This design comes from an exercise in tuning for small area on the open sky130 flow, not from production work.
Function was checked by simulation only, so behaviour that the tests miss may differ from the original.
Power figures rest on the tool's default switching activity, not on a simulated workload.

## run 1
==> flow/design.v (excerpt) <==
module alu_exec_top (
    input  logic        clk,
    input  logic        rst,             
    input  logic [31:0] immediate,
    input  logic [31:0] operandA,
    input  logic [31:0] operandB,
    input  logic [1:0]  sourceSelect,
    input  logic [1:0]  aluControl,
    output logic [31:0] result,
    output logic [1:0]  compareResult,
    output logic        overflow
);
Size: about 1500 cells after synthesis, ~140 flip-flops.
Settings: LEC_CHECK=0, CAP_MARGIN=10, CORE_MARGIN=2, CORE_UTILIZATION=70, CTS_BUF_LIST=sky130_fd_sc_hd__clkbuf_8, SLEW_MARGIN=10; clock period 9.0 ns.
standard.sh (not shown) runs the stock make flow with config.mk's settings and CLKGATE_MAP_FILE= SYNTH_SCRIPT=/design/flow/synth_recipe.tcl, a recipe that flattens the netlist after the stock synthesis.
==> flow/flow/run.sh <==
#!/bin/bash
# Own layout flow: the standard ORFS flow (standard.sh) with these changes:
#  - Yosys's synth runs without its quick "abc -fast" pre-mapping (SYNTH_ARGS=-noabc),
#    so the full adders that extract_fa finds keep the polarity the RTL gives them and
#    need no inverters between them;
#  - the final ABC mapping uses flow/abc_area_nf.script (one area-recovering &nf
#    mapping pass) instead of ORFS's abc_speed.script; flow/synth_abc.tcl is
#    synth_recipe.tcl with that one substitution;
#  - ports are buffered with sky130_fd_sc_hd__buf_1 instead of the delay buffer
#    buffer_ports picks by default.
# Each step's full output goes to a log file in the folder this runs in.
set -euo pipefail
W=$PWD
bash standard.sh SYNTH_ARGS=-noabc SYNTH_SCRIPT=$W/flow/synth_abc.tcl \
  ABC_SCRIPT_OVERRIDE=$W/flow/abc_area_nf.script \
  "BUFFER_PORTS_ARGS=-buffer_cell sky130_fd_sc_hd__buf_1" finish > flow_make.log 2>&1
==> flow/flow/abc_area_nf.script <==
&get -n
&st
&dch
&nf -p -R 1000
&put
buffer -c
topo
stime -c
upsize -c
dnsize -c
==> flow/flow/synth_abc.tcl <==
# The standard synthesis script (synth_recipe.tcl), with the final ABC mapping
# run with the script named by ABC_SCRIPT_OVERRIDE instead of ORFS's abc_speed.script.
proc synth {args} { yosys synth -nofsm -noshare {*}$args }
proc abc {args} {
  set i [lsearch -exact $args -script]
  if { $i >= 0 && [info exists ::env(ABC_SCRIPT_OVERRIDE)] } {
    lset args [expr { $i + 1 }] $::env(ABC_SCRIPT_OVERRIDE)
  }
  yosys abc {*}$args
}
source $::env(SCRIPTS_DIR)/synth.tcl
# left out here: clear keep_hierarchy, flatten, clean up, hide names made inside functions, write 1_2_yosys.v
Run 1 finished end to end and its layout was clean on timing, DRC and antenna.
> inputs changed (run 1 -> run 2)
--- a/flow/config.mk
+++ b/flow/config.mk
@@ -11 +11 @@
-export CTS_BUF_LIST = sky130_fd_sc_hd__clkbuf_8
+export CTS_BUF_LIST = sky130_fd_sc_hd__clkbuf_8 sky130_fd_sc_hd__clkbuf_16
[summary]
- Taking run 1 as the reference, in run 2 clock network fraction of total power grew by 5.3 points; count of fill cells added during filler insertion down 39; delay contributed by the slowest stage of the critical path ~0 delta.
- | achievable clock frequency | run 1 vs run 2 | ≈ equal |
- Compared with run 1, in run 2 average routed wire per standard cell increased by 1.2% relative to the old numbers; sequential share of power decreased by 1.8 points relative to the old numbers.
The following lists how run 3 was set up differently from run 2:
--- a/flow/flow/run.sh
+++ b/flow/flow/run.sh
@@ -8,0 +9,2 @@
+#  - after global routing, ORFS's power recovery (RECOVER_POWER=100) downsizes gates
+#    on paths with positive slack;
@@ -16 +18 @@
-  "BUFFER_PORTS_ARGS=-buffer_cell sky130_fd_sc_hd__buf_1" finish > flow_make.log 2>&1
+  "BUFFER_PORTS_ARGS=-buffer_cell sky130_fd_sc_hd__buf_1" RECOVER_POWER=100 finish > flow_make.log 2>&1
--- a/flow/config.mk
+++ b/flow/config.mk
@@ -10 +10 @@
-export CORE_UTILIZATION = 70
+export CORE_UTILIZATION = 60
--- outcome ---
Number of global-route vias before repair: run 3 vs run 2 down 3.8%. Net count of the mapped netlist: run 2 vs run 3, no meaningful difference. Compared run 3 vs run 2, and share of the clock period used by the worst path after layout is down in run 3. Tap cell instance count ended up about 18% higher on run 3 than on run 2. [run 3] flow finished | final checks: failed | reasons: capacitance limit, slew limit. There was hardly any difference in final-stage net count between run 2 and run 3.

========
the previous run:
Another version of the RTL of alu_exec_top (not shown whole).
Size in the first run: ~2400 cells after synthesis, ~140 flip-flops, ~18000 um2 of cells after synthesis.
export LEC_CHECK = 0
export ABC_AREA = 1
export CAP_MARGIN = 0
export CORE_MARGIN = 2
export CORE_UTILIZATION = 65
export SLEW_MARGIN = 0
create_clock -name core_clock -period 9.0 [get_ports {clk}]
run.sh (not shown) runs the stock make flow with config.mk's settings and CLKGATE_MAP_FILE= SYNTH_SCRIPT=/design/flow/synth_recipe.tcl, a recipe that flattens the netlist after the stock synthesis.
Stock flow here: none of the scripts above is used.
The previous run: complete, dirty (capacitance limit)
> inputs changed (the previous run -> the current run)
Settings: removing ABC_AREA (formerly 1).
==> flow/flow/run.sh (new file) <==
#!/bin/bash
# Own layout flow: the standard ORFS flow (standard.sh) with two changes:
#  - Yosys's synth runs without its quick "abc -fast" pre-mapping (SYNTH_ARGS=-noabc),
#    so the full adders that extract_fa finds keep the polarity the RTL gives them and
#    need no inverters between them (the final ABC mapping still runs as usual);
#  - ports are buffered with sky130_fd_sc_hd__buf_1 instead of the delay buffer
#    buffer_ports picks by default.
# Each step's full output goes to a log file in the folder this runs in.
set -euo pipefail
bash standard.sh SYNTH_ARGS=-noabc "BUFFER_PORTS_ARGS=-buffer_cell sky130_fd_sc_hd__buf_1" finish > flow_make.log 2>&1
==> flow/standard.sh (new file) <==
#!/bin/bash
# synth_recipe.tcl (not shown) runs the flow's synth.tcl, then flattens the netlist and writes it again
# the make line also repeats each setting of config.mk as NAME=value (left out here)
make -C /OpenROAD-flow-scripts/flow DESIGN_CONFIG=/design/flow/config.mk WORK_HOME=/design/flow/orfs CLKGATE_MAP_FILE= SYNTH_SCRIPT=/design/flow/synth_recipe.tcl "${@:-finish}"
removed: flow/run.sh
Findings:
[flow] the previous run | stages: complete | final checks: fail | reason: capacitance limit
The current run completed end to end with timing, DRC and antenna clean.
Setup slack in the current run is smaller than in the previous run.
Post-route minimum period in the current run is 220 ps above the previous run.
Last weighted congestion value of the routability-driven placer is higher on the previous run
On met3 capacity usage during global routing, the previous run tracks the current run almost exactly.
Looking at first-pass GRT wire length, the current run sits 8500 um lower than the previous run does.
The previous run → the current run: leakage power total lost 2.3 nW; overall power after layout now larger.
Looking at path length in cells of the critical path across the current run and the previous run, the one that comes out lower is the current run.
Relative to the previous run, the area after synthesis measured on the current run has decreased by a little under 10%.

========
RTL: one of the versions met above, not the one the previous note started from.
Size: about 1,500 cells after synthesis, roughly 140 flip-flops, roughly 140 I/O pins.
clock: 9.0 ns
lec_check: 0
cap_margin: 0
core_margin: 2
core_utilization: 60
cts_buf_list: sky130_fd_sc_hd__clkbuf_8 sky130_fd_sc_hd__clkbuf_16
slew_margin: 0
standard.sh (not shown) runs the stock make flow with config.mk's settings and CLKGATE_MAP_FILE= SYNTH_SCRIPT=/design/flow/synth_recipe.tcl, a recipe that flattens the netlist after the stock synthesis.
==> flow/flow/run.sh <==
#!/bin/bash
# Own layout flow: the standard ORFS flow (standard.sh) with these changes:
#  - Yosys's synth runs without its quick "abc -fast" pre-mapping (SYNTH_ARGS=-noabc),
#    so the full adders that extract_fa finds keep the polarity the RTL gives them and
#    need no inverters between them;
#  - the final ABC mapping uses flow/abc_area_nf.script (one area-recovering &nf
#    mapping pass) instead of ORFS's abc_speed.script; flow/synth_abc.tcl is
#    synth_recipe.tcl with that one substitution;
#  - ports are buffered with sky130_fd_sc_hd__buf_1 instead of the delay buffer
#    buffer_ports picks by default.
# Each step's full output goes to a log file in the folder this runs in.
set -euo pipefail
W=$PWD
bash standard.sh SYNTH_ARGS=-noabc SYNTH_SCRIPT=$W/flow/synth_abc.tcl \
  ABC_SCRIPT_OVERRIDE=$W/flow/abc_area_nf.script \
  "BUFFER_PORTS_ARGS=-buffer_cell sky130_fd_sc_hd__buf_1" finish > flow_make.log 2>&1
Scripts as last shown in full above: flow/flow/abc_area_nf.script, flow/flow/synth_abc.tcl
==> next run, changes <==
- CAP_MARGIN: 0 -> 10
- CORE_UTILIZATION: 60 -> 80
- CTS_BUF_LIST: sky130_fd_sc_hd__clkbuf_8 sky130_fd_sc_hd__clkbuf_16 -> sky130_fd_sc_hd__clkbuf_8
- SLEW_MARGIN: 0 -> 10
- wire length rose by 11%
- worst setup slack gets worse by 0.38 ns
- cell area shrinks by 1.8%
- sequential share of layout area came out higher by 0.30 points
- register-to-register slack gets worse by 0.38 ns
- combinational power climbs by about 7%
==> next run, changes <==
- CORE_UTILIZATION: 80 -> 60
- CTS_BUF_LIST: sky130_fd_sc_hd__clkbuf_8 -> sky130_fd_sc_hd__clkbuf_8 sky130_fd_sc_hd__clkbuf_16
Outcome: Sequential power drops by about 1%. Area after synthesis stays the same. Total power climbs by 2.2%. Worst hold slack loses 0.027 ns. Die area climbs by 32%. Cell count climbs by 4.2%. Via count drops by 11%. Global-route usage drops by 17 points. Sequential share of layout area drops by 0.30 points. Clock skew is about the same.

-- afterwards: timing with drivers on the ports --
In the flow no input, the clock included, has a driving cell. The finished layouts below were timed again as built, in two steps. Step 1 sets driving cells, clkbuf_16 on the clock port and buf_2 on the other inputs (assumed; they add their load-dependent delay and slew). Step 2 adds t to the input delays and takes it off the output delays; t is the mean of the earliest and latest rising clock arrival at the registers after step 1. Input paths then give back, and output paths get back, about the clock's delay inside the block. Slacks: no drivers / after step 1 / after step 2; pairs: no drivers / after step 1.
| run | t, ns | slack for setup (ns) | hold slack, ns | worst setup path at the end | slew at the worst register clock pin (ns) |
|---|---|---|---|---|---|
| run 1 | 0.499 | 0.476 / 0.476 / 0.476 | 0.502 / 0.502 / 0.502 | register to register | 0.11 / 0.11 |
| run 2 | 0.475 | 0.459 / 0.459 / 0.459 | 0.502 / 0.502 / 0.502 | register to register | 0.07 / 0.07 |
| run 3 | 0.477 | 0.566 / 0.566 / 0.566 | 0.476 / 0.476 / 0.476 | register to register | 0.08 / 0.08 |
| the previous run | 0.482 | 0.496 / 0.496 / 0.496 | 0.458 / 0.458 / 0.458 | register to register | 0.08 / 0.08 |
| the current run | 0.470 | 0.280 / 0.280 / 0.280 | 0.485 / 0.485 / 0.485 | register to register | 0.07 / 0.07 |
| the first run of note 3 | 0.477 | 0.601 / 0.601 / 0.601 | 0.476 / 0.476 / 0.476 | register to register | 0.08 / 0.08 |
| the second run of note 3 | 0.516 | 0.222 / 0.222 / 0.222 | 0.503 / 0.503 / 0.503 | register to register | 0.10 / 0.10 |
| the third run of note 3 | 0.477 | 0.601 / 0.601 / 0.601 | 0.476 / 0.476 / 0.476 | register to register | 0.08 / 0.08 |
